This is an optimization exercise on Yosys and OpenROAD, whose aim is small area and a short achievable clock period, not a production implementation. Function was not checked in any run shown here: the RTL went through the layout flow alone. No activity file was given, so power comes from the tool's default toggle rates.

`flow/run.sh`:
```
#!/bin/bash
# synth_recipe.tcl (not shown) runs the flow's synth.tcl, then flattens the netlist and writes it again
# the make line also repeats each setting of config.mk as NAME=value (left out here)
make -C /OpenROAD-flow-scripts/flow DESIGN_CONFIG=/design/flow/config.mk WORK_HOME=/design/flow/orfs CLKGATE_MAP_FILE= SYNTH_SCRIPT=/design/flow/synth_recipe.tcl finish
```
`flow/config.mk`:
```
export PLATFORM = sky130hd
export DESIGN_NAME = multiplier_logic
export DESIGN_NICKNAME = multiplier_logic
export VERILOG_FILES = /design/flow/design.v
export SDC_FILE = /design/flow/constraint.sdc
export NUM_CORES = 4
export LEC_CHECK = 0
export CAP_MARGIN = 20
export CORE_MARGIN = 2
export CORE_UTILIZATION = 40
export CTS_CLUSTER_DIAMETER = 60
export CTS_CLUSTER_SIZE = 50
export SETUP_SLACK_MARGIN = 2.5
export SLEW_MARGIN = 20
export SYNTH_HIERARCHICAL = 1
export SYNTH_MINIMUM_KEEP_SIZE = 0
```
`flow/constraint.sdc`:
```
create_clock -name core_clock -period 4.5 [get_ports {clk}]
set_input_delay 0.9000 -clock core_clock [delete_from_list [all_inputs] [get_ports {clk}]]
set_output_delay 0.9000 -clock core_clock [all_outputs]
set_load 0.01 [all_outputs]
```
`flow/design.v`:
```
module multiplier_logic (
    input  wire        clk,
    input  wire        rst_n,
    input  wire [15:0] a,
    input  wire [15:0] b,
    output reg  [31:0] y
);
  reg r1_a0;
  reg r1_a1;
  reg r1_a2;
  reg r1_a3;
  reg r1_a4;
  reg r1_a5;
  reg r1_a6;
  reg r1_a7;
  reg r1_a8;
  reg r1_a9;
  reg r1_a10;
  reg r1_a11;
  reg r1_a12;
  reg r1_a13;
  reg r1_a14;
  reg r1_a15;
  reg r1_b15;
  reg r1_one1;
  reg r1_two2;
  reg r1_neg3;
  reg r1_one4;
  reg r1_two5;
  reg r1_neg6;
  reg r1_one7;
  reg r1_two8;
  reg r1_neg9;
  reg r1_one10;
  reg r1_two11;
  reg r1_neg12;
  reg r1_one13;
  reg r1_two14;
  reg r1_neg15;
  reg r1_one16;
  reg r1_two17;
  reg r1_neg18;
  reg r1_one19;
  reg r1_two20;
  reg r1_neg21;
  reg r1_one22;
  reg r1_two23;
  reg r1_neg24;
  reg r2_s193;
  reg r2_s195;
  reg r2_s199;
  reg r2_c200;
  reg r2_s201;
  reg r2_p63;
  reg r2_s203;
  reg r2_c202;
  reg r2_c204;
  reg r2_s205;
  reg r2_s207;
  reg r2_s209;
  reg r2_c210;
  reg r2_s213;
  reg r2_c214;
  reg r2_s219;
  reg r2_c218;
  reg r2_s221;
  reg r2_c220;
  reg r2_s223;
  reg r2_s227;
  reg r2_c224;
  reg r2_s229;
  reg r2_s233;
  reg r2_c230;
  reg r2_s235;
  reg r2_c236;
  reg r2_s241;
  reg r2_s243;
  reg r2_s245;
  reg r2_s247;
  reg r2_c242;
  reg r2_c244;
  reg r2_s249;
  reg r2_s253;
  reg r2_s255;
  reg r2_c250;
  reg r2_s257;
  reg r2_s261;
  reg r2_c258;
  reg r2_s263;
  reg r2_s265;
  reg r2_s269;
  reg r2_s271;
  reg r2_c264;
  reg r2_c266;
  reg r2_s273;
  reg r2_s279;
  reg r2_c274;
  reg r2_s281;
  reg r2_s283;
  reg r2_c282;
  reg r2_c284;
  reg r2_s291;
  reg r2_s293;
  reg r2_s297;
  reg r2_c292;
  reg r2_c294;
  reg r2_s299;
  reg r2_s301;
  reg r2_c300;
  reg r2_c302;
  reg r2_s307;
  reg r2_s309;
  reg r2_s311;
  reg r2_s313;
  reg r2_c308;
  reg r2_c310;
  reg r2_s315;
  reg r2_s317;
  reg r2_s319;
  reg r2_c316;
  reg r2_s321;
  reg r2_s325;
  reg r2_c322;
  reg r2_s327;
  reg r2_s331;
  reg r2_c328;
  reg r2_s333;
  reg r2_c332;
  reg r2_s335;
  reg r2_c334;
  reg r2_s337;
  reg r2_s339;
  reg r2_c338;
  reg r2_s341;
  reg r2_c342;
  reg r2_s345;
  reg r2_c346;
  reg r2_s349;
  reg r2_c348;
  reg r2_s351;
  reg r2_c350;
  reg r2_c352;
  reg r2_s353;
  reg r2_s355;
  reg r3_r2_s193;
  reg r3_r2_s195;
  reg r3_r2_s199;
  reg r3_s357;
  reg r3_s361;
  reg r3_s365;
  reg r3_c366;
  reg r3_s367;
  reg r3_r2_c210;
  reg r3_r2_s213;
  reg r3_c368;
  reg r3_r2_c214;
  reg r3_r2_s219;
  reg r3_r2_s223;
  reg r3_s369;
  reg r3_c370;
  reg r3_s371;
  reg r3_c372;
  reg r3_s373;
  reg r3_c374;
  reg r3_s375;
  reg r3_s377;
  reg r3_s379;
  reg r3_c380;
  reg r3_s383;
  reg r3_c384;
  reg r3_s387;
  reg r3_s393;
  reg r3_c392;
  reg r3_s397;
  reg r3_c394;
  reg r3_c398;
  reg r3_s401;
  reg r3_s407;
  reg r3_c406;
  reg r3_s411;
  reg r3_c408;
  reg r3_s417;
  reg r3_c416;
  reg r3_s421;
  reg r3_c418;
  reg r3_s425;
  reg r3_c424;
  reg r3_s427;
  reg r3_c426;
  reg r3_s431;
  reg r3_s435;
  reg r3_s437;
  reg r3_c436;
  reg r3_s439;
  reg r3_s441;
  reg r3_c440;
  reg r3_s443;
  reg r3_r2_s355;
  reg r3_c444;
  wire one1 = b[0] ^ 1'b0;
  wire two2 = (b[1] & ~b[0] & ~1'b0) | (~b[1] & b[0] & 1'b0);
  wire neg3 = b[1];
  wire one4 = b[2] ^ b[1];
  wire two5 = (b[3] & ~b[2] & ~b[1]) | (~b[3] & b[2] & b[1]);
  wire neg6 = b[3];
  wire one7 = b[4] ^ b[3];
  wire two8 = (b[5] & ~b[4] & ~b[3]) | (~b[5] & b[4] & b[3]);
  wire neg9 = b[5];
  wire one10 = b[6] ^ b[5];
  wire two11 = (b[7] & ~b[6] & ~b[5]) | (~b[7] & b[6] & b[5]);
  wire neg12 = b[7];
  wire one13 = b[8] ^ b[7];
  wire two14 = (b[9] & ~b[8] & ~b[7]) | (~b[9] & b[8] & b[7]);
  wire neg15 = b[9];
  wire one16 = b[10] ^ b[9];
  wire two17 = (b[11] & ~b[10] & ~b[9]) | (~b[11] & b[10] & b[9]);
  wire neg18 = b[11];
  wire one19 = b[12] ^ b[11];
  wire two20 = (b[13] & ~b[12] & ~b[11]) | (~b[13] & b[12] & b[11]);
  wire neg21 = b[13];
  wire one22 = b[14] ^ b[13];
  wire two23 = (b[15] & ~b[14] & ~b[13]) | (~b[15] & b[14] & b[13]);
  wire neg24 = b[15];
  wire p25 = ((r1_one1 & r1_a0) | (r1_two2 & 1'b0)) ^ r1_neg3;
  wire p26 = ((r1_one1 & r1_a1) | (r1_two2 & r1_a0)) ^ r1_neg3;
  wire p27 = ((r1_one1 & r1_a2) | (r1_two2 & r1_a1)) ^ r1_neg3;
  wire p28 = ((r1_one1 & r1_a3) | (r1_two2 & r1_a2)) ^ r1_neg3;
  wire p29 = ((r1_one1 & r1_a4) | (r1_two2 & r1_a3)) ^ r1_neg3;
  wire p30 = ((r1_one1 & r1_a5) | (r1_two2 & r1_a4)) ^ r1_neg3;
  wire p31 = ((r1_one1 & r1_a6) | (r1_two2 & r1_a5)) ^ r1_neg3;
  wire p32 = ((r1_one1 & r1_a7) | (r1_two2 & r1_a6)) ^ r1_neg3;
  wire p33 = ((r1_one1 & r1_a8) | (r1_two2 & r1_a7)) ^ r1_neg3;
  wire p34 = ((r1_one1 & r1_a9) | (r1_two2 & r1_a8)) ^ r1_neg3;
  wire p35 = ((r1_one1 & r1_a10) | (r1_two2 & r1_a9)) ^ r1_neg3;
  wire p36 = ((r1_one1 & r1_a11) | (r1_two2 & r1_a10)) ^ r1_neg3;
  wire p37 = ((r1_one1 & r1_a12) | (r1_two2 & r1_a11)) ^ r1_neg3;
  wire p38 = ((r1_one1 & r1_a13) | (r1_two2 & r1_a12)) ^ r1_neg3;
  wire p39 = ((r1_one1 & r1_a14) | (r1_two2 & r1_a13)) ^ r1_neg3;
  wire p40 = ((r1_one1 & r1_a15) | (r1_two2 & r1_a14)) ^ r1_neg3;
  wire p41 = ((r1_one1 & 1'b0) | (r1_two2 & r1_a15)) ^ r1_neg3;
  wire ns42 = ~r1_neg3;
  wire ng43 = r1_neg3;
  wire p44 = ((r1_one4 & r1_a0) | (r1_two5 & 1'b0)) ^ r1_neg6;
  wire p45 = ((r1_one4 & r1_a1) | (r1_two5 & r1_a0)) ^ r1_neg6;
  wire p46 = ((r1_one4 & r1_a2) | (r1_two5 & r1_a1)) ^ r1_neg6;
  wire p47 = ((r1_one4 & r1_a3) | (r1_two5 & r1_a2)) ^ r1_neg6;
  wire p48 = ((r1_one4 & r1_a4) | (r1_two5 & r1_a3)) ^ r1_neg6;
  wire p49 = ((r1_one4 & r1_a5) | (r1_two5 & r1_a4)) ^ r1_neg6;
  wire p50 = ((r1_one4 & r1_a6) | (r1_two5 & r1_a5)) ^ r1_neg6;
  wire p51 = ((r1_one4 & r1_a7) | (r1_two5 & r1_a6)) ^ r1_neg6;
  wire p52 = ((r1_one4 & r1_a8) | (r1_two5 & r1_a7)) ^ r1_neg6;
  wire p53 = ((r1_one4 & r1_a9) | (r1_two5 & r1_a8)) ^ r1_neg6;
  wire p54 = ((r1_one4 & r1_a10) | (r1_two5 & r1_a9)) ^ r1_neg6;
  wire p55 = ((r1_one4 & r1_a11) | (r1_two5 & r1_a10)) ^ r1_neg6;
  wire p56 = ((r1_one4 & r1_a12) | (r1_two5 & r1_a11)) ^ r1_neg6;
  wire p57 = ((r1_one4 & r1_a13) | (r1_two5 & r1_a12)) ^ r1_neg6;
  wire p58 = ((r1_one4 & r1_a14) | (r1_two5 & r1_a13)) ^ r1_neg6;
  wire p59 = ((r1_one4 & r1_a15) | (r1_two5 & r1_a14)) ^ r1_neg6;
  wire p60 = ((r1_one4 & 1'b0) | (r1_two5 & r1_a15)) ^ r1_neg6;
  wire ns61 = ~r1_neg6;
  wire ng62 = r1_neg6;
  wire p63 = ((r1_one7 & r1_a0) | (r1_two8 & 1'b0)) ^ r1_neg9;
  wire p64 = ((r1_one7 & r1_a1) | (r1_two8 & r1_a0)) ^ r1_neg9;
  wire p65 = ((r1_one7 & r1_a2) | (r1_two8 & r1_a1)) ^ r1_neg9;
  wire p66 = ((r1_one7 & r1_a3) | (r1_two8 & r1_a2)) ^ r1_neg9;
  wire p67 = ((r1_one7 & r1_a4) | (r1_two8 & r1_a3)) ^ r1_neg9;
  wire p68 = ((r1_one7 & r1_a5) | (r1_two8 & r1_a4)) ^ r1_neg9;
  wire p69 = ((r1_one7 & r1_a6) | (r1_two8 & r1_a5)) ^ r1_neg9;
  wire p70 = ((r1_one7 & r1_a7) | (r1_two8 & r1_a6)) ^ r1_neg9;
  wire p71 = ((r1_one7 & r1_a8) | (r1_two8 & r1_a7)) ^ r1_neg9;
  wire p72 = ((r1_one7 & r1_a9) | (r1_two8 & r1_a8)) ^ r1_neg9;
  wire p73 = ((r1_one7 & r1_a10) | (r1_two8 & r1_a9)) ^ r1_neg9;
  wire p74 = ((r1_one7 & r1_a11) | (r1_two8 & r1_a10)) ^ r1_neg9;
  wire p75 = ((r1_one7 & r1_a12) | (r1_two8 & r1_a11)) ^ r1_neg9;
  wire p76 = ((r1_one7 & r1_a13) | (r1_two8 & r1_a12)) ^ r1_neg9;
  wire p77 = ((r1_one7 & r1_a14) | (r1_two8 & r1_a13)) ^ r1_neg9;
  wire p78 = ((r1_one7 & r1_a15) | (r1_two8 & r1_a14)) ^ r1_neg9;
  wire p79 = ((r1_one7 & 1'b0) | (r1_two8 & r1_a15)) ^ r1_neg9;
  wire ns80 = ~r1_neg9;
  wire ng81 = r1_neg9;
  wire p82 = ((r1_one10 & r1_a0) | (r1_two11 & 1'b0)) ^ r1_neg12;
  wire p83 = ((r1_one10 & r1_a1) | (r1_two11 & r1_a0)) ^ r1_neg12;
  wire p84 = ((r1_one10 & r1_a2) | (r1_two11 & r1_a1)) ^ r1_neg12;
  wire p85 = ((r1_one10 & r1_a3) | (r1_two11 & r1_a2)) ^ r1_neg12;
  wire p86 = ((r1_one10 & r1_a4) | (r1_two11 & r1_a3)) ^ r1_neg12;
  wire p87 = ((r1_one10 & r1_a5) | (r1_two11 & r1_a4)) ^ r1_neg12;
  wire p88 = ((r1_one10 & r1_a6) | (r1_two11 & r1_a5)) ^ r1_neg12;
  wire p89 = ((r1_one10 & r1_a7) | (r1_two11 & r1_a6)) ^ r1_neg12;
  wire p90 = ((r1_one10 & r1_a8) | (r1_two11 & r1_a7)) ^ r1_neg12;
  wire p91 = ((r1_one10 & r1_a9) | (r1_two11 & r1_a8)) ^ r1_neg12;
  wire p92 = ((r1_one10 & r1_a10) | (r1_two11 & r1_a9)) ^ r1_neg12;
  wire p93 = ((r1_one10 & r1_a11) | (r1_two11 & r1_a10)) ^ r1_neg12;
  wire p94 = ((r1_one10 & r1_a12) | (r1_two11 & r1_a11)) ^ r1_neg12;
  wire p95 = ((r1_one10 & r1_a13) | (r1_two11 & r1_a12)) ^ r1_neg12;
  wire p96 = ((r1_one10 & r1_a14) | (r1_two11 & r1_a13)) ^ r1_neg12;
  wire p97 = ((r1_one10 & r1_a15) | (r1_two11 & r1_a14)) ^ r1_neg12;
  wire p98 = ((r1_one10 & 1'b0) | (r1_two11 & r1_a15)) ^ r1_neg12;
  wire ns99 = ~r1_neg12;
  wire ng100 = r1_neg12;
  wire p101 = ((r1_one13 & r1_a0) | (r1_two14 & 1'b0)) ^ r1_neg15;
  wire p102 = ((r1_one13 & r1_a1) | (r1_two14 & r1_a0)) ^ r1_neg15;
  wire p103 = ((r1_one13 & r1_a2) | (r1_two14 & r1_a1)) ^ r1_neg15;
  wire p104 = ((r1_one13 & r1_a3) | (r1_two14 & r1_a2)) ^ r1_neg15;
  wire p105 = ((r1_one13 & r1_a4) | (r1_two14 & r1_a3)) ^ r1_neg15;
  wire p106 = ((r1_one13 & r1_a5) | (r1_two14 & r1_a4)) ^ r1_neg15;
  wire p107 = ((r1_one13 & r1_a6) | (r1_two14 & r1_a5)) ^ r1_neg15;
  wire p108 = ((r1_one13 & r1_a7) | (r1_two14 & r1_a6)) ^ r1_neg15;
  wire p109 = ((r1_one13 & r1_a8) | (r1_two14 & r1_a7)) ^ r1_neg15;
  wire p110 = ((r1_one13 & r1_a9) | (r1_two14 & r1_a8)) ^ r1_neg15;
  wire p111 = ((r1_one13 & r1_a10) | (r1_two14 & r1_a9)) ^ r1_neg15;
  wire p112 = ((r1_one13 & r1_a11) | (r1_two14 & r1_a10)) ^ r1_neg15;
  wire p113 = ((r1_one13 & r1_a12) | (r1_two14 & r1_a11)) ^ r1_neg15;
  wire p114 = ((r1_one13 & r1_a13) | (r1_two14 & r1_a12)) ^ r1_neg15;
  wire p115 = ((r1_one13 & r1_a14) | (r1_two14 & r1_a13)) ^ r1_neg15;
  wire p116 = ((r1_one13 & r1_a15) | (r1_two14 & r1_a14)) ^ r1_neg15;
  wire p117 = ((r1_one13 & 1'b0) | (r1_two14 & r1_a15)) ^ r1_neg15;
  wire ns118 = ~r1_neg15;
  wire ng119 = r1_neg15;
  wire p120 = ((r1_one16 & r1_a0) | (r1_two17 & 1'b0)) ^ r1_neg18;
  wire p121 = ((r1_one16 & r1_a1) | (r1_two17 & r1_a0)) ^ r1_neg18;
  wire p122 = ((r1_one16 & r1_a2) | (r1_two17 & r1_a1)) ^ r1_neg18;
  wire p123 = ((r1_one16 & r1_a3) | (r1_two17 & r1_a2)) ^ r1_neg18;
  wire p124 = ((r1_one16 & r1_a4) | (r1_two17 & r1_a3)) ^ r1_neg18;
  wire p125 = ((r1_one16 & r1_a5) | (r1_two17 & r1_a4)) ^ r1_neg18;
  wire p126 = ((r1_one16 & r1_a6) | (r1_two17 & r1_a5)) ^ r1_neg18;
  wire p127 = ((r1_one16 & r1_a7) | (r1_two17 & r1_a6)) ^ r1_neg18;
  wire p128 = ((r1_one16 & r1_a8) | (r1_two17 & r1_a7)) ^ r1_neg18;
  wire p129 = ((r1_one16 & r1_a9) | (r1_two17 & r1_a8)) ^ r1_neg18;
  wire p130 = ((r1_one16 & r1_a10) | (r1_two17 & r1_a9)) ^ r1_neg18;
  wire p131 = ((r1_one16 & r1_a11) | (r1_two17 & r1_a10)) ^ r1_neg18;
  wire p132 = ((r1_one16 & r1_a12) | (r1_two17 & r1_a11)) ^ r1_neg18;
  wire p133 = ((r1_one16 & r1_a13) | (r1_two17 & r1_a12)) ^ r1_neg18;
  wire p134 = ((r1_one16 & r1_a14) | (r1_two17 & r1_a13)) ^ r1_neg18;
  wire p135 = ((r1_one16 & r1_a15) | (r1_two17 & r1_a14)) ^ r1_neg18;
  wire p136 = ((r1_one16 & 1'b0) | (r1_two17 & r1_a15)) ^ r1_neg18;
  wire ns137 = ~r1_neg18;
  wire ng138 = r1_neg18;
  wire p139 = ((r1_one19 & r1_a0) | (r1_two20 & 1'b0)) ^ r1_neg21;
  wire p140 = ((r1_one19 & r1_a1) | (r1_two20 & r1_a0)) ^ r1_neg21;
  wire p141 = ((r1_one19 & r1_a2) | (r1_two20 & r1_a1)) ^ r1_neg21;
  wire p142 = ((r1_one19 & r1_a3) | (r1_two20 & r1_a2)) ^ r1_neg21;
  wire p143 = ((r1_one19 & r1_a4) | (r1_two20 & r1_a3)) ^ r1_neg21;
  wire p144 = ((r1_one19 & r1_a5) | (r1_two20 & r1_a4)) ^ r1_neg21;
  wire p145 = ((r1_one19 & r1_a6) | (r1_two20 & r1_a5)) ^ r1_neg21;
  wire p146 = ((r1_one19 & r1_a7) | (r1_two20 & r1_a6)) ^ r1_neg21;
  wire p147 = ((r1_one19 & r1_a8) | (r1_two20 & r1_a7)) ^ r1_neg21;
  wire p148 = ((r1_one19 & r1_a9) | (r1_two20 & r1_a8)) ^ r1_neg21;
  wire p149 = ((r1_one19 & r1_a10) | (r1_two20 & r1_a9)) ^ r1_neg21;
  wire p150 = ((r1_one19 & r1_a11) | (r1_two20 & r1_a10)) ^ r1_neg21;
  wire p151 = ((r1_one19 & r1_a12) | (r1_two20 & r1_a11)) ^ r1_neg21;
  wire p152 = ((r1_one19 & r1_a13) | (r1_two20 & r1_a12)) ^ r1_neg21;
  wire p153 = ((r1_one19 & r1_a14) | (r1_two20 & r1_a13)) ^ r1_neg21;
  wire p154 = ((r1_one19 & r1_a15) | (r1_two20 & r1_a14)) ^ r1_neg21;
  wire p155 = ((r1_one19 & 1'b0) | (r1_two20 & r1_a15)) ^ r1_neg21;
  wire ns156 = ~r1_neg21;
  wire ng157 = r1_neg21;
  wire p158 = ((r1_one22 & r1_a0) | (r1_two23 & 1'b0)) ^ r1_neg24;
  wire p159 = ((r1_one22 & r1_a1) | (r1_two23 & r1_a0)) ^ r1_neg24;
  wire p160 = ((r1_one22 & r1_a2) | (r1_two23 & r1_a1)) ^ r1_neg24;
  wire p161 = ((r1_one22 & r1_a3) | (r1_two23 & r1_a2)) ^ r1_neg24;
  wire p162 = ((r1_one22 & r1_a4) | (r1_two23 & r1_a3)) ^ r1_neg24;
  wire p163 = ((r1_one22 & r1_a5) | (r1_two23 & r1_a4)) ^ r1_neg24;
  wire p164 = ((r1_one22 & r1_a6) | (r1_two23 & r1_a5)) ^ r1_neg24;
  wire p165 = ((r1_one22 & r1_a7) | (r1_two23 & r1_a6)) ^ r1_neg24;
  wire p166 = ((r1_one22 & r1_a8) | (r1_two23 & r1_a7)) ^ r1_neg24;
  wire p167 = ((r1_one22 & r1_a9) | (r1_two23 & r1_a8)) ^ r1_neg24;
  wire p168 = ((r1_one22 & r1_a10) | (r1_two23 & r1_a9)) ^ r1_neg24;
  wire p169 = ((r1_one22 & r1_a11) | (r1_two23 & r1_a10)) ^ r1_neg24;
  wire p170 = ((r1_one22 & r1_a12) | (r1_two23 & r1_a11)) ^ r1_neg24;
  wire p171 = ((r1_one22 & r1_a13) | (r1_two23 & r1_a12)) ^ r1_neg24;
  wire p172 = ((r1_one22 & r1_a14) | (r1_two23 & r1_a13)) ^ r1_neg24;
  wire p173 = ((r1_one22 & r1_a15) | (r1_two23 & r1_a14)) ^ r1_neg24;
  wire p174 = ((r1_one22 & 1'b0) | (r1_two23 & r1_a15)) ^ r1_neg24;
  wire ns175 = ~r1_neg24;
  wire ng176 = r1_neg24;
  wire p177 = r1_a0 & r1_b15;
  wire p178 = r1_a1 & r1_b15;
  wire p179 = r1_a2 & r1_b15;
  wire p180 = r1_a3 & r1_b15;
  wire p181 = r1_a4 & r1_b15;
  wire p182 = r1_a5 & r1_b15;
  wire p183 = r1_a6 & r1_b15;
  wire p184 = r1_a7 & r1_b15;
  wire p185 = r1_a8 & r1_b15;
  wire p186 = r1_a9 & r1_b15;
  wire p187 = r1_a10 & r1_b15;
  wire p188 = r1_a11 & r1_b15;
  wire p189 = r1_a12 & r1_b15;
  wire p190 = r1_a13 & r1_b15;
  wire p191 = r1_a14 & r1_b15;
  wire p192 = r1_a15 & r1_b15;
  wire s193 = ng43 ^ p25;
  wire c194 = ng43 & p25;
  wire s195 = p26 ^ c194;
  wire c196 = p26 & c194;
  wire s197, c198;
  mult_fa u_s197 (.x(p44), .y(ng62), .z(p27), .s(s197), .c(c198));
  wire s199 = c196 ^ s197;
  wire c200 = c196 & s197;
  wire s201, c202;
  mult_fa u_s201 (.x(c198), .y(p28), .z(p45), .s(s201), .c(c202));
  wire s203, c204;
  mult_fa u_s203 (.x(p46), .y(ng81), .z(p29), .s(s203), .c(c204));
  wire s205, c206;
  mult_fa u_s205 (.x(p64), .y(p30), .z(p47), .s(s205), .c(c206));
  wire s207, c208;
  mult_fa u_s207 (.x(p48), .y(ng100), .z(p31), .s(s207), .c(c208));
  wire s209, c210;
  mult_fa u_s209 (.x(c206), .y(p65), .z(p82), .s(s209), .c(c210));
  wire s211, c212;
  mult_fa u_s211 (.x(p66), .y(p32), .z(p49), .s(s211), .c(c212));
  wire s213, c214;
  mult_fa u_s213 (.x(s211), .y(p83), .z(c208), .s(s213), .c(c214));
  wire s215, c216;
  mult_fa u_s215 (.x(p33), .y(ng119), .z(p101), .s(s215), .c(c216));
  wire s217, c218;
  mult_fa u_s217 (.x(p84), .y(p50), .z(p67), .s(s217), .c(c218));
  wire s219, c220;
  mult_fa u_s219 (.x(s217), .y(c212), .z(s215), .s(s219), .c(c220));
  wire s221, c222;
  mult_fa u_s221 (.x(p51), .y(p102), .z(p34), .s(s221), .c(c222));
  wire s223, c224;
  mult_fa u_s223 (.x(c216), .y(p68), .z(p85), .s(s223), .c(c224));
  wire s225, c226;
  mult_fa u_s225 (.x(p120), .y(ng138), .z(p103), .s(s225), .c(c226));
  wire s227, c228;
  mult_fa u_s227 (.x(p69), .y(p35), .z(p52), .s(s227), .c(c228));
  wire s229, c230;
  mult_fa u_s229 (.x(s225), .y(p86), .z(c222), .s(s229), .c(c230));
  wire s231, c232;
  mult_fa u_s231 (.x(p36), .y(p104), .z(p121), .s(s231), .c(c232));
  wire s233, c234;
  mult_fa u_s233 (.x(p87), .y(p53), .z(p70), .s(s233), .c(c234));
  wire s235, c236;
  mult_fa u_s235 (.x(s231), .y(c226), .z(c228), .s(s235), .c(c236));
  wire s237, c238;
  mult_fa u_s237 (.x(p122), .y(ng157), .z(p105), .s(s237), .c(c238));
  wire s239, c240;
  mult_fa u_s239 (.x(p54), .y(p139), .z(p37), .s(s239), .c(c240));
  wire s241, c242;
  mult_fa u_s241 (.x(c232), .y(p71), .z(p88), .s(s241), .c(c242));
  wire s243, c244;
  mult_fa u_s243 (.x(s239), .y(c234), .z(s237), .s(s243), .c(c244));
  wire s245, c246;
  mult_fa u_s245 (.x(p140), .y(p106), .z(p123), .s(s245), .c(c246));
  wire s247, c248;
  mult_fa u_s247 (.x(p72), .y(p38), .z(p55), .s(s247), .c(c248));
  wire s249, c250;
  mult_fa u_s249 (.x(c240), .y(p89), .z(c238), .s(s249), .c(c250));
  wire s251, c252;
  mult_fa u_s251 (.x(p124), .y(ng176), .z(p107), .s(s251), .c(c252));
  wire s253, c254;
  mult_fa u_s253 (.x(p39), .y(p141), .z(p158), .s(s253), .c(c254));
  wire s255, c256;
  mult_fa u_s255 (.x(p90), .y(p56), .z(p73), .s(s255), .c(c256));
  wire s257, c258;
  mult_fa u_s257 (.x(s251), .y(c246), .z(c248), .s(s257), .c(c258));
  wire s259, c260;
  mult_fa u_s259 (.x(p142), .y(p108), .z(p125), .s(s259), .c(c260));
  wire s261, c262;
  mult_fa u_s261 (.x(p57), .y(p159), .z(p40), .s(s261), .c(c262));
  wire s263, c264;
  mult_fa u_s263 (.x(c252), .y(p74), .z(p91), .s(s263), .c(c264));
  wire s265, c266;
  mult_fa u_s265 (.x(s259), .y(c254), .z(c256), .s(s265), .c(c266));
  wire s267, c268;
  mult_fa u_s267 (.x(p126), .y(p177), .z(p109), .s(s267), .c(c268));
  wire s269, c270;
  mult_fa u_s269 (.x(p41), .y(p143), .z(p160), .s(s269), .c(c270));
  wire s271, c272;
  mult_fa u_s271 (.x(p92), .y(p58), .z(p75), .s(s271), .c(c272));
  wire s273, c274;
  mult_fa u_s273 (.x(s267), .y(c260), .z(c262), .s(s273), .c(c274));
  wire s275, c276;
  mult_fa u_s275 (.x(p178), .y(1'b1), .z(ns42), .s(s275), .c(c276));
  wire s277, c278;
  mult_fa u_s277 (.x(p144), .y(p110), .z(p127), .s(s277), .c(c278));
  wire s279, c280;
  mult_fa u_s279 (.x(p76), .y(p161), .z(p59), .s(s279), .c(c280));
  wire s281, c282;
  mult_fa u_s281 (.x(c268), .y(p93), .z(s275), .s(s281), .c(c282));
  wire s283, c284;
  mult_fa u_s283 (.x(s277), .y(c270), .z(c272), .s(s283), .c(c284));
  wire s285, c286;
  mult_fa u_s285 (.x(p111), .y(1'b1), .z(p179), .s(s285), .c(c286));
  wire s287, c288;
  mult_fa u_s287 (.x(p162), .y(p128), .z(p145), .s(s287), .c(c288));
  wire s289, c290;
  mult_fa u_s289 (.x(p94), .y(p60), .z(p77), .s(s289), .c(c290));
  wire s291, c292;
  mult_fa u_s291 (.x(c280), .y(c276), .z(c278), .s(s291), .c(c292));
  wire s293, c294;
  mult_fa u_s293 (.x(s289), .y(s285), .z(s287), .s(s293), .c(c294));
  wire s295, c296;
  mult_fa u_s295 (.x(p112), .y(ns61), .z(p180), .s(s295), .c(c296));
  wire s297, c298;
  mult_fa u_s297 (.x(p163), .y(p129), .z(p146), .s(s297), .c(c298));
  wire s299, c300;
  mult_fa u_s299 (.x(c286), .y(p78), .z(p95), .s(s299), .c(c300));
  wire s301, c302;
  mult_fa u_s301 (.x(s295), .y(c288), .z(c290), .s(s301), .c(c302));
  wire s303, c304;
  mult_fa u_s303 (.x(p113), .y(1'b1), .z(p181), .s(s303), .c(c304));
  wire s305, c306;
  mult_fa u_s305 (.x(p164), .y(p130), .z(p147), .s(s305), .c(c306));
  wire s307, c308;
  mult_fa u_s307 (.x(c296), .y(p79), .z(p96), .s(s307), .c(c308));
  wire s309, c310;
  mult_fa u_s309 (.x(s305), .y(c298), .z(s303), .s(s309), .c(c310));
  wire s311, c312;
  mult_fa u_s311 (.x(p114), .y(ns80), .z(p182), .s(s311), .c(c312));
  wire s313, c314;
  mult_fa u_s313 (.x(p165), .y(p131), .z(p148), .s(s313), .c(c314));
  wire s315, c316;
  mult_fa u_s315 (.x(c306), .y(p97), .z(c304), .s(s315), .c(c316));
  wire s317, c318;
  mult_fa u_s317 (.x(p115), .y(1'b1), .z(p183), .s(s317), .c(c318));
  wire s319, c320;
  mult_fa u_s319 (.x(p166), .y(p132), .z(p149), .s(s319), .c(c320));
  wire s321, c322;
  mult_fa u_s321 (.x(c314), .y(p98), .z(c312), .s(s321), .c(c322));
  wire s323, c324;
  mult_fa u_s323 (.x(p116), .y(ns99), .z(p184), .s(s323), .c(c324));
  wire s325, c326;
  mult_fa u_s325 (.x(p167), .y(p133), .z(p150), .s(s325), .c(c326));
  wire s327, c328;
  mult_fa u_s327 (.x(s323), .y(c318), .z(c320), .s(s327), .c(c328));
  wire s329, c330;
  mult_fa u_s329 (.x(p117), .y(1'b1), .z(p185), .s(s329), .c(c330));
  wire s331, c332;
  mult_fa u_s331 (.x(p168), .y(p134), .z(p151), .s(s331), .c(c332));
  wire s333, c334;
  mult_fa u_s333 (.x(s329), .y(c324), .z(c326), .s(s333), .c(c334));
  wire s335, c336;
  mult_fa u_s335 (.x(p135), .y(ns118), .z(p186), .s(s335), .c(c336));
  wire s337, c338;
  mult_fa u_s337 (.x(c330), .y(p152), .z(p169), .s(s337), .c(c338));
  wire s339, c340;
  mult_fa u_s339 (.x(p136), .y(1'b1), .z(p187), .s(s339), .c(c340));
  wire s341, c342;
  mult_fa u_s341 (.x(c336), .y(p153), .z(p170), .s(s341), .c(c342));
  wire s343, c344;
  mult_fa u_s343 (.x(p154), .y(ns137), .z(p188), .s(s343), .c(c344));
  wire s345, c346;
  mult_fa u_s345 (.x(s343), .y(p171), .z(c340), .s(s345), .c(c346));
  wire s347, c348;
  mult_fa u_s347 (.x(p155), .y(1'b1), .z(p189), .s(s347), .c(c348));
  wire s349, c350;
  mult_fa u_s349 (.x(s347), .y(p172), .z(c344), .s(s349), .c(c350));
  wire s351, c352;
  mult_fa u_s351 (.x(p173), .y(ns156), .z(p190), .s(s351), .c(c352));
  wire s353, c354;
  mult_fa u_s353 (.x(p174), .y(1'b1), .z(p191), .s(s353), .c(c354));
  wire s355, c356;
  mult_fa u_s355 (.x(c354), .y(ns175), .z(p192), .s(s355), .c(c356));
  wire s357 = r2_c200 ^ r2_s201;
  wire c358 = r2_c200 & r2_s201;
  wire s359, c360;
  mult_fa u_s359 (.x(r2_s203), .y(r2_c202), .z(r2_p63), .s(s359), .c(c360));
  wire s361 = c358 ^ s359;
  wire c362 = c358 & s359;
  wire s363, c364;
  mult_fa u_s363 (.x(c360), .y(r2_c204), .z(r2_s205), .s(s363), .c(c364));
  wire s365 = c362 ^ s363;
  wire c366 = c362 & s363;
  wire s367, c368;
  mult_fa u_s367 (.x(c364), .y(r2_s207), .z(r2_s209), .s(s367), .c(c368));
  wire s369, c370;
  mult_fa u_s369 (.x(r2_s221), .y(r2_c218), .z(r2_c220), .s(s369), .c(c370));
  wire s371, c372;
  mult_fa u_s371 (.x(r2_s229), .y(r2_c224), .z(r2_s227), .s(s371), .c(c372));
  wire s373, c374;
  mult_fa u_s373 (.x(r2_s235), .y(r2_c230), .z(r2_s233), .s(s373), .c(c374));
  wire s375, c376;
  mult_fa u_s375 (.x(r2_s243), .y(r2_c236), .z(r2_s241), .s(s375), .c(c376));
  wire s377, c378;
  mult_fa u_s377 (.x(r2_s245), .y(r2_c242), .z(r2_c244), .s(s377), .c(c378));
  wire s379, c380;
  mult_fa u_s379 (.x(c376), .y(r2_s247), .z(r2_s249), .s(s379), .c(c380));
  wire s381, c382;
  mult_fa u_s381 (.x(r2_s255), .y(r2_c250), .z(r2_s253), .s(s381), .c(c382));
  wire s383, c384;
  mult_fa u_s383 (.x(s381), .y(r2_s257), .z(c378), .s(s383), .c(c384));
  wire s385, c386;
  mult_fa u_s385 (.x(r2_s263), .y(r2_c258), .z(r2_s261), .s(s385), .c(c386));
  wire s387, c388;
  mult_fa u_s387 (.x(s385), .y(r2_s265), .z(c382), .s(s387), .c(c388));
  wire s389, c390;
  mult_fa u_s389 (.x(r2_s269), .y(r2_c264), .z(r2_c266), .s(s389), .c(c390));
  wire s391, c392;
  mult_fa u_s391 (.x(c386), .y(r2_s271), .z(r2_s273), .s(s391), .c(c392));
  wire s393, c394;
  mult_fa u_s393 (.x(s391), .y(s389), .z(c388), .s(s393), .c(c394));
  wire s395, c396;
  mult_fa u_s395 (.x(r2_s281), .y(r2_c274), .z(r2_s279), .s(s395), .c(c396));
  wire s397, c398;
  mult_fa u_s397 (.x(s395), .y(r2_s283), .z(c390), .s(s397), .c(c398));
  wire s399, c400;
  mult_fa u_s399 (.x(r2_s291), .y(r2_c282), .z(r2_c284), .s(s399), .c(c400));
  wire s401, c402;
  mult_fa u_s401 (.x(s399), .y(r2_s293), .z(c396), .s(s401), .c(c402));
  wire s403, c404;
  mult_fa u_s403 (.x(r2_s297), .y(r2_c292), .z(r2_c294), .s(s403), .c(c404));
  wire s405, c406;
  mult_fa u_s405 (.x(c400), .y(r2_s299), .z(r2_s301), .s(s405), .c(c406));
  wire s407, c408;
  mult_fa u_s407 (.x(s405), .y(s403), .z(c402), .s(s407), .c(c408));
  wire s409, c410;
  mult_fa u_s409 (.x(r2_s307), .y(r2_c300), .z(r2_c302), .s(s409), .c(c410));
  wire s411, c412;
  mult_fa u_s411 (.x(s409), .y(r2_s309), .z(c404), .s(s411), .c(c412));
  wire s413, c414;
  mult_fa u_s413 (.x(r2_s311), .y(r2_c308), .z(r2_c310), .s(s413), .c(c414));
  wire s415, c416;
  mult_fa u_s415 (.x(c410), .y(r2_s313), .z(r2_s315), .s(s415), .c(c416));
  wire s417, c418;
  mult_fa u_s417 (.x(s415), .y(s413), .z(c412), .s(s417), .c(c418));
  wire s419, c420;
  mult_fa u_s419 (.x(r2_s319), .y(r2_c316), .z(r2_s317), .s(s419), .c(c420));
  wire s421, c422;
  mult_fa u_s421 (.x(s419), .y(r2_s321), .z(c414), .s(s421), .c(c422));
  wire s423, c424;
  mult_fa u_s423 (.x(r2_s327), .y(r2_c322), .z(r2_s325), .s(s423), .c(c424));
  wire s425, c426;
  mult_fa u_s425 (.x(c422), .y(c420), .z(s423), .s(s425), .c(c426));
  wire s427, c428;
  mult_fa u_s427 (.x(r2_s333), .y(r2_c328), .z(r2_s331), .s(s427), .c(c428));
  wire s429, c430;
  mult_fa u_s429 (.x(r2_s335), .y(r2_c332), .z(r2_c334), .s(s429), .c(c430));
  wire s431, c432;
  mult_fa u_s431 (.x(s429), .y(r2_s337), .z(c428), .s(s431), .c(c432));
  wire s433, c434;
  mult_fa u_s433 (.x(r2_s341), .y(r2_c338), .z(r2_s339), .s(s433), .c(c434));
  wire s435, c436;
  mult_fa u_s435 (.x(c432), .y(c430), .z(s433), .s(s435), .c(c436));
  wire s437, c438;
  mult_fa u_s437 (.x(c434), .y(r2_c342), .z(r2_s345), .s(s437), .c(c438));
  wire s439, c440;
  mult_fa u_s439 (.x(c438), .y(r2_c346), .z(r2_s349), .s(s439), .c(c440));
  wire s441, c442;
  mult_fa u_s441 (.x(r2_s351), .y(r2_c348), .z(r2_c350), .s(s441), .c(c442));
  wire s443, c444;
  mult_fa u_s443 (.x(c442), .y(r2_c352), .z(r2_s353), .s(s443), .c(c444));
  wire s445 = r3_c368 ^ r3_r2_c210;
  wire c446 = r3_c368 & r3_r2_c210;
  wire s447 = r3_r2_c214 ^ r3_r2_s219;
  wire c448 = r3_r2_c214 & r3_r2_s219;
  wire s449 = r3_r2_s223 ^ r3_s369;
  wire c450 = r3_r2_s223 & r3_s369;
  wire s451 = r3_c370 ^ r3_s371;
  wire c452 = r3_c370 & r3_s371;
  wire s453 = r3_c372 ^ r3_s373;
  wire c454 = r3_c372 & r3_s373;
  wire s455 = r3_c374 ^ r3_s375;
  wire c456 = r3_c374 & r3_s375;
  wire s457 = r3_s377 ^ r3_s379;
  wire c458 = r3_s377 & r3_s379;
  wire s459 = r3_c380 ^ r3_s383;
  wire c460 = r3_c380 & r3_s383;
  wire s461 = r3_c384 ^ r3_s387;
  wire c462 = r3_c384 & r3_s387;
  wire s463 = r3_c392 ^ r3_c394;
  wire c464 = r3_c392 & r3_c394;
  wire s465 = r3_c398 ^ r3_s401;
  wire c466 = r3_c398 & r3_s401;
  wire s467 = r3_c406 ^ r3_c408;
  wire c468 = r3_c406 & r3_c408;
  wire s469 = r3_c416 ^ r3_c418;
  wire c470 = r3_c416 & r3_c418;
  wire s471 = r3_c424 ^ r3_c426;
  wire c472 = r3_c424 & r3_c426;
  wire [31:0] ra = {r3_c444, r3_s443, r3_c440, r3_s439, r3_c436, r3_s435, r3_s431, r3_s427, r3_s425, r3_s421, r3_s417, r3_s411, r3_s407, c464, r3_s397, r3_s393, c460, c458, c456, c454, c452, c450, c448, c446, r3_r2_s213, r3_c366, r3_s365, r3_s361, r3_s357, r3_r2_s199, r3_r2_s195, r3_r2_s193};
  wire [31:0] rb = {r3_r2_s355, 1'b0, r3_s441, 1'b0, r3_s437, 1'b0, c472, s471, c470, s469, c468, s467, c466, s465, s463, c462, s461, s459, s457, s455, s453, s451, s449, s447, s445, r3_s367, 1'b0, 1'b0, 1'b0, 1'b0, 1'b0, 1'b0};
  wire [16:0] plo = ra[15:0] + rb[15:0];
  reg [16:0] r4_plo;
  reg [15:0] r4_ha, r4_hb;
  always @(posedge clk) begin r4_plo <= plo; r4_ha <= ra[31:16]; r4_hb <= rb[31:16]; end
  wire [16:0] phs = {r4_ha, r4_plo[16]} + {r4_hb, r4_plo[16]};
  wire [15:0] phi = phs[16:1];
  wire [31:0] prod = {phi, r4_plo[15:0]};
  always @(posedge clk) begin
    r1_a0 <= a[0];
    r1_a1 <= a[1];
    r1_a2 <= a[2];
    r1_a3 <= a[3];
    r1_a4 <= a[4];
    r1_a5 <= a[5];
    r1_a6 <= a[6];
    r1_a7 <= a[7];
    r1_a8 <= a[8];
    r1_a9 <= a[9];
    r1_a10 <= a[10];
    r1_a11 <= a[11];
    r1_a12 <= a[12];
    r1_a13 <= a[13];
    r1_a14 <= a[14];
    r1_a15 <= a[15];
    r1_b15 <= b[15];
    r1_one1 <= one1;
    r1_two2 <= two2;
    r1_neg3 <= neg3;
    r1_one4 <= one4;
    r1_two5 <= two5;
    r1_neg6 <= neg6;
    r1_one7 <= one7;
    r1_two8 <= two8;
    r1_neg9 <= neg9;
    r1_one10 <= one10;
    r1_two11 <= two11;
    r1_neg12 <= neg12;
    r1_one13 <= one13;
    r1_two14 <= two14;
    r1_neg15 <= neg15;
    r1_one16 <= one16;
    r1_two17 <= two17;
    r1_neg18 <= neg18;
    r1_one19 <= one19;
    r1_two20 <= two20;
    r1_neg21 <= neg21;
    r1_one22 <= one22;
    r1_two23 <= two23;
    r1_neg24 <= neg24;
    r2_s193 <= s193;
    r2_s195 <= s195;
    r2_s199 <= s199;
    r2_c200 <= c200;
    r2_s201 <= s201;
    r2_p63 <= p63;
    r2_s203 <= s203;
    r2_c202 <= c202;
    r2_c204 <= c204;
    r2_s205 <= s205;
    r2_s207 <= s207;
    r2_s209 <= s209;
    r2_c210 <= c210;
    r2_s213 <= s213;
    r2_c214 <= c214;
    r2_s219 <= s219;
    r2_c218 <= c218;
    r2_s221 <= s221;
    r2_c220 <= c220;
    r2_s223 <= s223;
    r2_s227 <= s227;
    r2_c224 <= c224;
    r2_s229 <= s229;
    r2_s233 <= s233;
    r2_c230 <= c230;
    r2_s235 <= s235;
    r2_c236 <= c236;
    r2_s241 <= s241;
    r2_s243 <= s243;
    r2_s245 <= s245;
    r2_s247 <= s247;
    r2_c242 <= c242;
    r2_c244 <= c244;
    r2_s249 <= s249;
    r2_s253 <= s253;
    r2_s255 <= s255;
    r2_c250 <= c250;
    r2_s257 <= s257;
    r2_s261 <= s261;
    r2_c258 <= c258;
    r2_s263 <= s263;
    r2_s265 <= s265;
    r2_s269 <= s269;
    r2_s271 <= s271;
    r2_c264 <= c264;
    r2_c266 <= c266;
    r2_s273 <= s273;
    r2_s279 <= s279;
    r2_c274 <= c274;
    r2_s281 <= s281;
    r2_s283 <= s283;
    r2_c282 <= c282;
    r2_c284 <= c284;
    r2_s291 <= s291;
    r2_s293 <= s293;
    r2_s297 <= s297;
    r2_c292 <= c292;
    r2_c294 <= c294;
    r2_s299 <= s299;
    r2_s301 <= s301;
    r2_c300 <= c300;
    r2_c302 <= c302;
    r2_s307 <= s307;
    r2_s309 <= s309;
    r2_s311 <= s311;
    r2_s313 <= s313;
    r2_c308 <= c308;
    r2_c310 <= c310;
    r2_s315 <= s315;
    r2_s317 <= s317;
    r2_s319 <= s319;
    r2_c316 <= c316;
    r2_s321 <= s321;
    r2_s325 <= s325;
    r2_c322 <= c322;
    r2_s327 <= s327;
    r2_s331 <= s331;
    r2_c328 <= c328;
    r2_s333 <= s333;
    r2_c332 <= c332;
    r2_s335 <= s335;
    r2_c334 <= c334;
    r2_s337 <= s337;
    r2_s339 <= s339;
    r2_c338 <= c338;
    r2_s341 <= s341;
    r2_c342 <= c342;
    r2_s345 <= s345;
    r2_c346 <= c346;
    r2_s349 <= s349;
    r2_c348 <= c348;
    r2_s351 <= s351;
    r2_c350 <= c350;
    r2_c352 <= c352;
    r2_s353 <= s353;
    r2_s355 <= s355;
    r3_r2_s193 <= r2_s193;
    r3_r2_s195 <= r2_s195;
    r3_r2_s199 <= r2_s199;
    r3_s357 <= s357;
    r3_s361 <= s361;
    r3_s365 <= s365;
    r3_c366 <= c366;
    r3_s367 <= s367;
    r3_r2_c210 <= r2_c210;
    r3_r2_s213 <= r2_s213;
    r3_c368 <= c368;
    r3_r2_c214 <= r2_c214;
    r3_r2_s219 <= r2_s219;
    r3_r2_s223 <= r2_s223;
    r3_s369 <= s369;
    r3_c370 <= c370;
    r3_s371 <= s371;
    r3_c372 <= c372;
    r3_s373 <= s373;
    r3_c374 <= c374;
    r3_s375 <= s375;
    r3_s377 <= s377;
    r3_s379 <= s379;
    r3_c380 <= c380;
    r3_s383 <= s383;
    r3_c384 <= c384;
    r3_s387 <= s387;
    r3_s393 <= s393;
    r3_c392 <= c392;
    r3_s397 <= s397;
    r3_c394 <= c394;
    r3_c398 <= c398;
    r3_s401 <= s401;
    r3_s407 <= s407;
    r3_c406 <= c406;
    r3_s411 <= s411;
    r3_c408 <= c408;
    r3_s417 <= s417;
    r3_c416 <= c416;
    r3_s421 <= s421;
    r3_c418 <= c418;
    r3_s425 <= s425;
    r3_c424 <= c424;
    r3_s427 <= s427;
    r3_c426 <= c426;
    r3_s431 <= s431;
    r3_s435 <= s435;
    r3_s437 <= s437;
    r3_c436 <= c436;
    r3_s439 <= s439;
    r3_s441 <= s441;
    r3_c440 <= c440;
    r3_s443 <= s443;
    r3_r2_s355 <= r2_s355;
    r3_c444 <= c444;
  end
  reg [3:0] v;
  always @(posedge clk) begin
    if (!rst_n) begin
      v <= 4'd0;
      y <= 32'd0;
    end else begin
      v <= {v[2:0], 1'b1};
      y <= v[3] ? prod : 32'd0;
    end
  end
endmodule
module mult_fa (input wire x, input wire y, input wire z, output wire s, output wire c);
  assign s = x ^ y ^ z;
  assign c = (x & y) | (x & z) | (y & z);
endmodule
```
==> run_results.csv, run 1 <==
group,metric,value,unit
logic_synthesis,ys_seq_area_share,44.6,%
clock_network,htree_levels,1,
route,wl_per_cell,17.9,um
logic_synthesis,yosysWarnings,7,
finish,final_layout_size_suffix_gt1_share,19.1,%
power_and_ir_drop,clkPwrFrac,22.1,%
clock_network,clock-sinks,273,
floorplan,die_h,179,um
timing,fmax,491,MHz
worst_setup_path,cp-endpoint,"r2_s293$_DFF_P_",
power_and_ir_drop,leakage,0.00576,uW
finish,area_delta_synth_final,19.9,%
timing,hold_viol,0,
worst_setup_path,slowest_delay,0.49,ns
logic_synthesis,synth_top_cell_area_share,44.6,%
logic_synthesis,ys_top_cells_by_count,"dfxtp_1, xnor2_1, fa_1, a22oi_1, clkbuf_1",
floorplan,die_w,179,um
power_and_ir_drop,pwr-share-seq,41.5,%
grt,grt_pass1_wl,40100,um
worst_setup_path,worstSetupPathType,"register to register",
logic_synthesis,ys_seq_elements,273,
route,drt_iter0_drc,629,
worst_hold_path,worst_hold_path_type,"register to register",
worst_setup_path,r2r_end,"r2_s293$_DFF_P_",
job,cap_violations,0,
floorplan,initial_core_util,40.3,%
floorplan,rows,64,
timing,slew_headroom,58.5,%
worst_setup_path,worstPathArrival,2.42,ns
route,drt-total-wl,26300,um
floorplan,core,30300,um2
power_and_ir_drop,ir_drop,261,uV
power_and_ir_drop,p_sw,3200,uW
timing,report.final.slew_viol_count,0,
worst_setup_path,slowest_stage,"fa_1",
timing,setup_viol,0,
clock_network,cts_buffers,21,
worst_setup_path,cp_num_buf_inv,1,
power_and_ir_drop,intPower,5900,uW
worst_setup_path,cp_max_fo,7,
worst_setup_path,reg2reg_depth,5,
grt,first_global_vias,7378,
worst_setup_path,reg2reg_from,"r1_a6$_DFF_P_",
power_and_ir_drop,swShare,35.1,%
timing,fin_crit,2.04,ns
placed_design,portBuffers,65,
timing,rsz0062_at_grt,"yes",
logic_synthesis,synth_ff_type,"dfxtp_1",
route,ant_nets,0,
clock_network,cts_root_buf,"clkbuf_16",
logic_synthesis,async_flop_share,0,%
logic_synthesis,ys_types,49,
finish,num-nets-final,1258,
logic_synthesis,synth_cells,998,
clock_network,clk_pin_slew,0.10,ns
logic_synthesis,synth_top_cell_by_area,"dfxtp_1",
worst_setup_path,cp_top_family,"adder cells",
placed_design,dp_hpwl,17000,um
floorplan,io_pins,66,
timing,period_share,45.2,%
worst_setup_path,startpoint,"r1_a6$_DFF_P_",
route,vias_per_cell,5.02,
timing,tightest_slew,0.622,ns
grt,grt_use_total,15.9,%
route,dr.pass1.iters,5,
worst_setup_path,end_kind,"register",
logic_synthesis,syn_area,12200,um2
grt,grt_max_degree,36,
clock_network,clk_latency,0.54,ns
worst_setup_path,r2r_slack,2.46,ns
clock_network,clockBufferDepth,3,
worst_setup_path,critical_path_required,4.89,ns
logic_synthesis,synth.area.top_cells,"dfxtp_1, fa_1, xnor2_1, a22oi_1, ha_1",
finish,antenna_cells,0,
grt,antenna_found_initial,0,
grt,overflow,0,
power_and_ir_drop,power.density,620,nW/um2
logic_synthesis,avgSynthCellArea,12.3,um2
worst_setup_path,cp_num_cells,5,
logic_synthesis,synth_edf_count,0,
power_and_ir_drop,power.share.combinational,36.4,%
floorplan,dieArea,32000,um2
placed_design,place_congestion,0.864,
logic_synthesis,synth.most_common_cell,"dfxtp_1",
outcome,status,"no timing/DRC/antenna violations",
worst_setup_path,setup.worst_path.start_class,"register",
timing,clock_skew,0.0365,ns
route,vias,7386,
route,remaining_drc_errors,0,
timing,holdWs,0.314,ns
worst_setup_path,crit_chain,"buf_4 > a22oi_1 > xnor2_1 > fa_1 > fa_1",
clock_network,tritoncts,"done",
worst_setup_path,path_common_cell,"fa_1",
timing,setup_tns,0,ns
-- per-module statistics from Yosys (local to each module, per instance) --
module / copies in the design / cells inside / area [um2] / flops+latches
mult_fa: 120 / 1 / 20.0 / 0
multiplier_logic: 1 / 878 / 9840 / 273
-- cell usage in the layout, fill, tap and decap left out, types with 7 or more instances in the layout --
cell             instances
and2_1                  23
nor2_1                  10
buf_12                   8
dfxtp_4                 38
inv_1                   11
nand2b_1                12
fa_1                   114
conb_1                   8
xor2_1                  13
dfxtp_1                231
clkdlybuf4s50_1         32
clkdlybuf4s15_1          9
nand2_1                 30
a22oi_1                108
o21ai_0                 14
ha_1                    37
buf_4                   39
a21oi_1                 13
xnor2_1                137
and3_1                  18
clkbuf_16               22
a22oi_2                 12
fa_2                     8
clkbuf_2                17
buf_6                    7
-- power by group through the flow --
stage	registers (uW)	clock network, uW	logic, uW
floorplan	3620	0	2440
global placement	3830	0	3030
detailed placement	3850	0	3090
CTS	3790	2080	3200
global route	3860	2160	3800
finish	3780	2010	3320
-- registers in the layout (all words and copies together), names as in the netlist, 4 cells and up --
register,count
r4_plo,17
y,32
r4_hb,13
r4_ha,16
v,4
-- cell families after synthesis --
kind of cell               after synthesis  share of synthesized area (%)
AOI/OAI and AO/OA                      183                           11.3
xor gates and xnor gates               154                           11.0
adders and majority gates              163                           24.1
buffers and inverters                   98                           3.15
DFF                                    273                           44.6
muxes                                    5                          0.409
other                                    1                         0.0306
and+or+nand+nor                        121                           5.35
-- worst min-delay path by stage --
| stage | depth (start not counted) | start | endpoint | slack, ns |
|---|---|---|---|---|
| after floorplan | 0 | r2_c210$_DFF_P_ | r3_r2_c210$_DFF_P_ | 0.31 |
| after global placement | 0 | r3_r2_s355$_DFF_P_ | r4_hb[15]$_DFF_P_ | 0.31 |
| after detailed placement | 0 | r2_s199$_DFF_P_ | r3_r2_s199$_DFF_P_ | 0.31 |
| after CTS | 0 | r2_s193$_DFF_P_ | r3_r2_s193$_DFF_P_ | 0.32 |
| after global routing | 0 | r2_s193$_DFF_P_ | r3_r2_s193$_DFF_P_ | 0.32 |
| final | 0 | r2_s193$_DFF_P_ | r3_r2_s193$_DFF_P_ | 0.31 |
-- metrics by stage --
step                      cell area, um2  cells  setup WS (ns)  util, %  total power (uW)
after floorplan                    12400   1005           2.50        -              6060
after global placement             13100   1386           1.77     43.3              6860
after detailed placement           13100   1386           1.77     43.3              6940
after CTS                          14100   1426           2.45     46.4              9070
after global routing               14700   1472           2.35     48.4              9830
final                              14700   1472           2.46     48.4              9100
-- what timing repair did --
item,CTS,global route
pin swaps,7,19
hold buffers,0,0
buffers inserted,2,45
gates resized for setup,145,76
setup endpoints to repair,103,53
gates cloned,0,1
-- metal layers --
metal | track usage, % | routed length, um | part of all wire [%]
met1 | 23.0 | 12200 | 47
met2 | 24.4 | 11400 | 43
met3 | 3.16 | 2190 | 8.3
met4 | 3.93 | 500 | 1.9
met5 | 0 | 0 | 0
-- area by class of cell --
type | instances | area [um2]
Clock buffer | 23 | 533
Clock inverter | 15 | 253
Fill cell | 2671 | 15700
Inverter | 11 | 41.3
Multi-Input combinational cell | 634 | 6620
Sequential cell | 273 | 5610
Tap cell | 396 | 495
Timing Repair Buffer | 120 | 1120
==> inputs of run 2 (changes only) <==
--- a/flow/design.v
+++ b/flow/design.v
@@ -671,13 +671,13 @@
   wire c472 = r3_c424 & r3_c426;
   wire [31:0] ra = {r3_c444, r3_s443, r3_c440, r3_s439, r3_c436, r3_s435, r3_s431, r3_s427, r3_s425, r3_s421, r3_s417, r3_s411, r3_s407, c464, r3_s397, r3_s393, c460, c458, c456, c454, c452, c450, c448, c446, r3_r2_s213, r3_c366, r3_s365, r3_s361, r3_s357, r3_r2_s199, r3_r2_s195, r3_r2_s193};
   wire [31:0] rb = {r3_r2_s355, 1'b0, r3_s441, 1'b0, r3_s437, 1'b0, c472, s471, c470, s469, c468, s467, c466, s465, s463, c462, s461, s459, s457, s455, s453, s451, s449, s447, s445, r3_s367, 1'b0, 1'b0, 1'b0, 1'b0, 1'b0, 1'b0};
-  wire [16:0] plo = ra[15:0] + rb[15:0];
-  reg [16:0] r4_plo;
-  reg [15:0] r4_ha, r4_hb;
-  always @(posedge clk) begin r4_plo <= plo; r4_ha <= ra[31:16]; r4_hb <= rb[31:16]; end
-  wire [16:0] phs = {r4_ha, r4_plo[16]} + {r4_hb, r4_plo[16]};
-  wire [15:0] phi = phs[16:1];
-  wire [31:0] prod = {phi, r4_plo[15:0]};
+  wire [22:0] plo = ra[21:0] + rb[21:0];
+  reg [22:0] r4_plo;
+  reg [9:0] r4_ha, r4_hb;
+  always @(posedge clk) begin r4_plo <= plo; r4_ha <= ra[31:22]; r4_hb <= rb[31:22]; end
+  wire [10:0] phs = {r4_ha, r4_plo[22]} + {r4_hb, r4_plo[22]};
+  wire [9:0] phi = phs[10:1];
+  wire [31:0] prod = {phi, r4_plo[21:0]};
   always @(posedge clk) begin
     r1_a0 <= a[0];
     r1_a1 <= a[1];
==> run 2 against run 1 <==
  * Critical endpoint is now r4_plo[22]$_DFF_P_
  * Setup slack improved by 0.027 ns
  * Still clean
  * Largest cell class unchanged
  * Cell count decreased by 1.2%
  * Register-to-register slack improved by 0.03 ns
  * Non-clock buffer count decreased by 19
  * Total power increased by 11%
==> run_results.csv, run 2 <==
group,metric,value,unit
floorplan,core,29800,um2
power_and_ir_drop,ir_drop,281,uV
route,wl_per_cell,17.3,um
floorplan,rows,63,
finish,antenna_cells,0,
floorplan,die_w,178,um
finish,final_layout_size_suffix_gt1_share,18.9,%
job,cap_violations,0,
worst_hold_path,worst_hold_path_type,"register to register",
worst_setup_path,end_kind,"register",
worst_setup_path,slowest_delay,0.34,ns
placed_design,place_congestion,0.857,
logic_synthesis,async_flop_share,0,%
worst_setup_path,setup.worst_path.start_class,"register",
finish,final_common_cell,"dfxtp_1",
floorplan,io_pins,66,
worst_hold_path,hold_start,"r2_s199$_DFF_P_",
logic_synthesis,ys_seq_area_share,43.9,%
floorplan,initial_core_util,40.8,%
timing,fmax,498,MHz
route,drt_iter0_drc,630,
timing,hold_viol,0,
worst_setup_path,reg2reg_depth,8,
timing,clock_skew,0.0162,ns
logic_synthesis,yosysWarnings,7,
worst_setup_path,slowest_stage,"dfxtp_2",
logic_synthesis,avgSynthCellArea,12.1,um2
worst_setup_path,worstPathArrival,2.45,ns
worst_hold_path,hold-path-cell-count,0,
finish,reg_top3,"y: 32 flops, r4_plo: 23 flops, r4_ha: 10 flops",
clock_network,tritoncts,"done",
grt,antenna_found_initial,1,
logic_synthesis,syn_area,12200,um2
finish,regMostFlops,"y",
worst_setup_path,critical_path_required,4.94,ns
route,dr.pass1.iters,6,
grt,grt_use_total,16.3,%
finish,layout_common_cells,"dfxtp_1, xnor2_1, fa_1",
finish,num-nets-final,1247,
finish,largest_reg_flops,32,
timing,rsz0062_at_grt,"yes",
grt,grt_pass1_wl,40800,um
clock_network,clk_pin_slew,0.09,ns
placed_design,dp.cells,1385,
route,remaining_drc_errors,0,
outcome,status,"no timing/DRC/antenna violations",
clock_network,cts_root_buf,"clkbuf_16",
logic_synthesis,synth.most_common_cell,"dfxtp_1",
finish,area_delta_synth_final,19.5,%
power_and_ir_drop,power.density,696,nW/um2
logic_synthesis,ys_seq_elements,267,
worst_setup_path,r2r_slack,2.49,ns
worst_setup_path,worstSetupPathType,"register to register",
finish,final_cells,1455,
worst_setup_path,crit_chain,"ha_4 > ha_4 > and2_4 > a21oi_4 > or2_4 > o221ai_4 > a31oi_4 > o31ai_2",
logic_synthesis,synth_cells,1004,
logic_synthesis,ys_types,51,
placed_design,dp_hpwl,16800,um
worst_setup_path,path_common_cell,"ha_4",
clock_network,clockBufferDepth,3,
power_and_ir_drop,post-layout-total-power,10100,uW
worst_setup_path,cp_max_fo,5,
timing,setup_tns,0,ns
finish,final.fill_count,2652,
timing,period_share,44.6,%
route,vias,7220,
grt,overflow,0,
floorplan,dieArea,31800,um2
clock_network,htree_levels,1,
worst_setup_path,r2r_end,"r4_plo[22]$_DFF_P_",
route,ant_nets,0,
timing,holdWs,0.324,ns
placed_design,portBuffers,65,
clock_network,clk_latency,0.53,ns
timing,tightest_slew,0.629,ns
logic_synthesis,synth_edf_count,0,
timing,report.final.slew_viol_count,0,
clock_network,cts_buffers,23,
power_and_ir_drop,leakage,0.00569,uW
clock_network,clock-sinks,267,
logic_synthesis,synth_top_cell_by_area,"dfxtp_1",
worst_setup_path,reg2reg_from,"r3_s371$_DFF_P_",
grt,first_global_vias,7534,
timing,setup_viol,0,
route,vias_per_cell,4.96,
worst_hold_path,hold_path_end,"r3_r2_s199$_DFF_P_",
logic_synthesis,ys_top_cells_by_count,"dfxtp_1, xnor2_1, fa_1, a22oi_1, clkbuf_1",
grt,grt_max_degree,29,
timing,fin_crit,2.01,ns
logic_synthesis,synth.area.top_cells,"dfxtp_1, fa_1, xnor2_1, a22oi_1, ha_1",
logic_synthesis,synth_top_cell_area_share,43.9,%
route,drt-total-wl,25100,um
floorplan,die_h,178,um
timing,slew_headroom,58.0,%
logic_synthesis,synth_ff_type,"dfxtp_1",
==> run 2: cell count changes after synthesis, sizes merged, moves of 3 or more <==
cell / change
a211oi: -9
dfxtp: -6
inv: +6
and3: +5
nand2b: -5
nor2: +5
a21oi: +4
xor2: +4
mux2i: -3
nand2: -3
nor2b: +3
nor4: -3
o211ai: +3
==> run 2: area by class of cell <==
| type | instances | area (um2) | area share, % |
|---|---|---|---|
| clock buffers | 23 | 576 | 3.96 |
| clock inverters | 17 | 344 | 2.37 |
| repair buffers | 101 | 791 | 5.44 |
| inverters | 17 | 63.8 | 0.439 |
| multi-input cells | 640 | 6790 | 46.7 |
| flip-flops and latches | 267 | 5500 | 37.8 |
| well taps | 390 | 488 | 3.35 |
==> run 2: worst max path at each step <==
stage / start / endpoint / slack [ns] / cells after the start
5_1_grt: r3_r2_s219$_DFF_P_ / r4_plo[22]$_DFF_P_ / 2.40 / 8
6_report: r3_s371$_DFF_P_ / r4_plo[22]$_DFF_P_ / 2.49 / 8
2_1_floorplan: r1_one19$_DFF_P_ / r2_s293$_DFF_P_ / 2.48 / 6
4_1_cts: r3_r2_s219$_DFF_P_ / r4_plo[22]$_DFF_P_ / 2.46 / 8
3_3_place_gp: r1_neg18$_DFF_P_ / r2_s293$_DFF_P_ / 2.02 / 3
3_5_place_dp: r1_neg18$_DFF_P_ / r2_s293$_DFF_P_ / 1.99 / 3
==> run 2: modules after synthesis, one instance, submodules excluded <==
module | area [um2] | cells | flops+latches | copies in the design
mult_fa | 20.0 | 1 | 0 | 120
multiplier_logic | 9770 | 884 | 267 | 1
==> run 2: timing repair <==
action,CTS,global route
resized for setup,173,70
pin swaps,13,16
endpoints found under the setup margin,110,66
hold buffers,0,0
buffers inserted,8,22
==> run 2: cells by family after synthesis <==
| group | Yosys count | share of synthesized area, % |
|---|---|---|
| adder cells (fa/ha/maj) | 163 | 24.3 |
| AO/OA/AOI/OAI | 183 | 11.2 |
| flip-flops | 267 | 43.9 |
| AND/OR/NAND/NOR | 124 | 5.56 |
| XOR/XNOR | 160 | 11.5 |
| buffers and inverters | 104 | 3.35 |
| other | 1 | 0.0308 |
| multiplexers | 2 | 0.165 |
==> run 2: power breakdown <==
part           internal (uW)  switching (uW)  total (uW)
sequential              3230             505        3740
clock                   1140            1130        2270
combinational           2120            2000        4120
total                   6500            3630       10100
==> run 2: worst max-delay path, delay by kind of cell (launching register included) <==
family                   cells  cell delay, ns
AND/OR/NAND/NOR              2            0.41
flip-flops                   1            0.34
AO/OA/AOI/OAI                4            0.63
adder cells (fa/ha/maj)      2            0.53
==> run 2: per-layer routing <==
metal / track usage, % / wire length [um] / vias up / share of wire (%)
met2: 25.6 / 11200 / 223 / 45
met3: 3.71 / 1630 / 49 / 6.5
met1: 22.5 / 11700 / 3509 / 47
met5: 0 / 12 / - / 0.048
li1: - / - / 3437 / -
met4: 4.88 / 561 / 2 / 2.2
==> run 2: per-stage QoR <==
step                utilization [%]  setup WS, ns  instance area, um2
global route                   48.8          2.40               14500
detailed placement             43.8          1.99               13000
finish                         48.8          2.49               14500
CTS                            48.1          2.46               14300
floorplan                         -          2.48               12300
global placement               43.8          2.02               13000

[afterwards: timing with drivers on the ports]
How much do the figures lean on ideal ports? The routed layouts below were timed once more, with nothing changed but the port constraints.
Step 1 sets driving cells, clkbuf_16 on the clock port and buf_2 on the other inputs (assumed; they add their load-dependent delay and slew).
Step 2 times the ports against the registers' clock, not the clock port: input delays grow and output delays shrink by t, the midpoint of the rising clock arrivals with the driver on.
a / b / c = ideal / step 1 / step 2; a / b = the first two.
run	shift t [ns]	setup WS [ns]	worst hold slack (ns)	cell pins on the clock port's net
run 1	0.566	2.464 / 2.464 / 2.259	0.314 / 0.314 / 0.314	1
run 2	0.575	2.491 / 2.491 / 2.169	0.324 / 0.324 / 0.324	1
After both steps setup and hold are still met in every run listed. The setup slack of run 2, which loses most, moves by 0.000 ns with the drivers and by -0.322 ns with both steps.
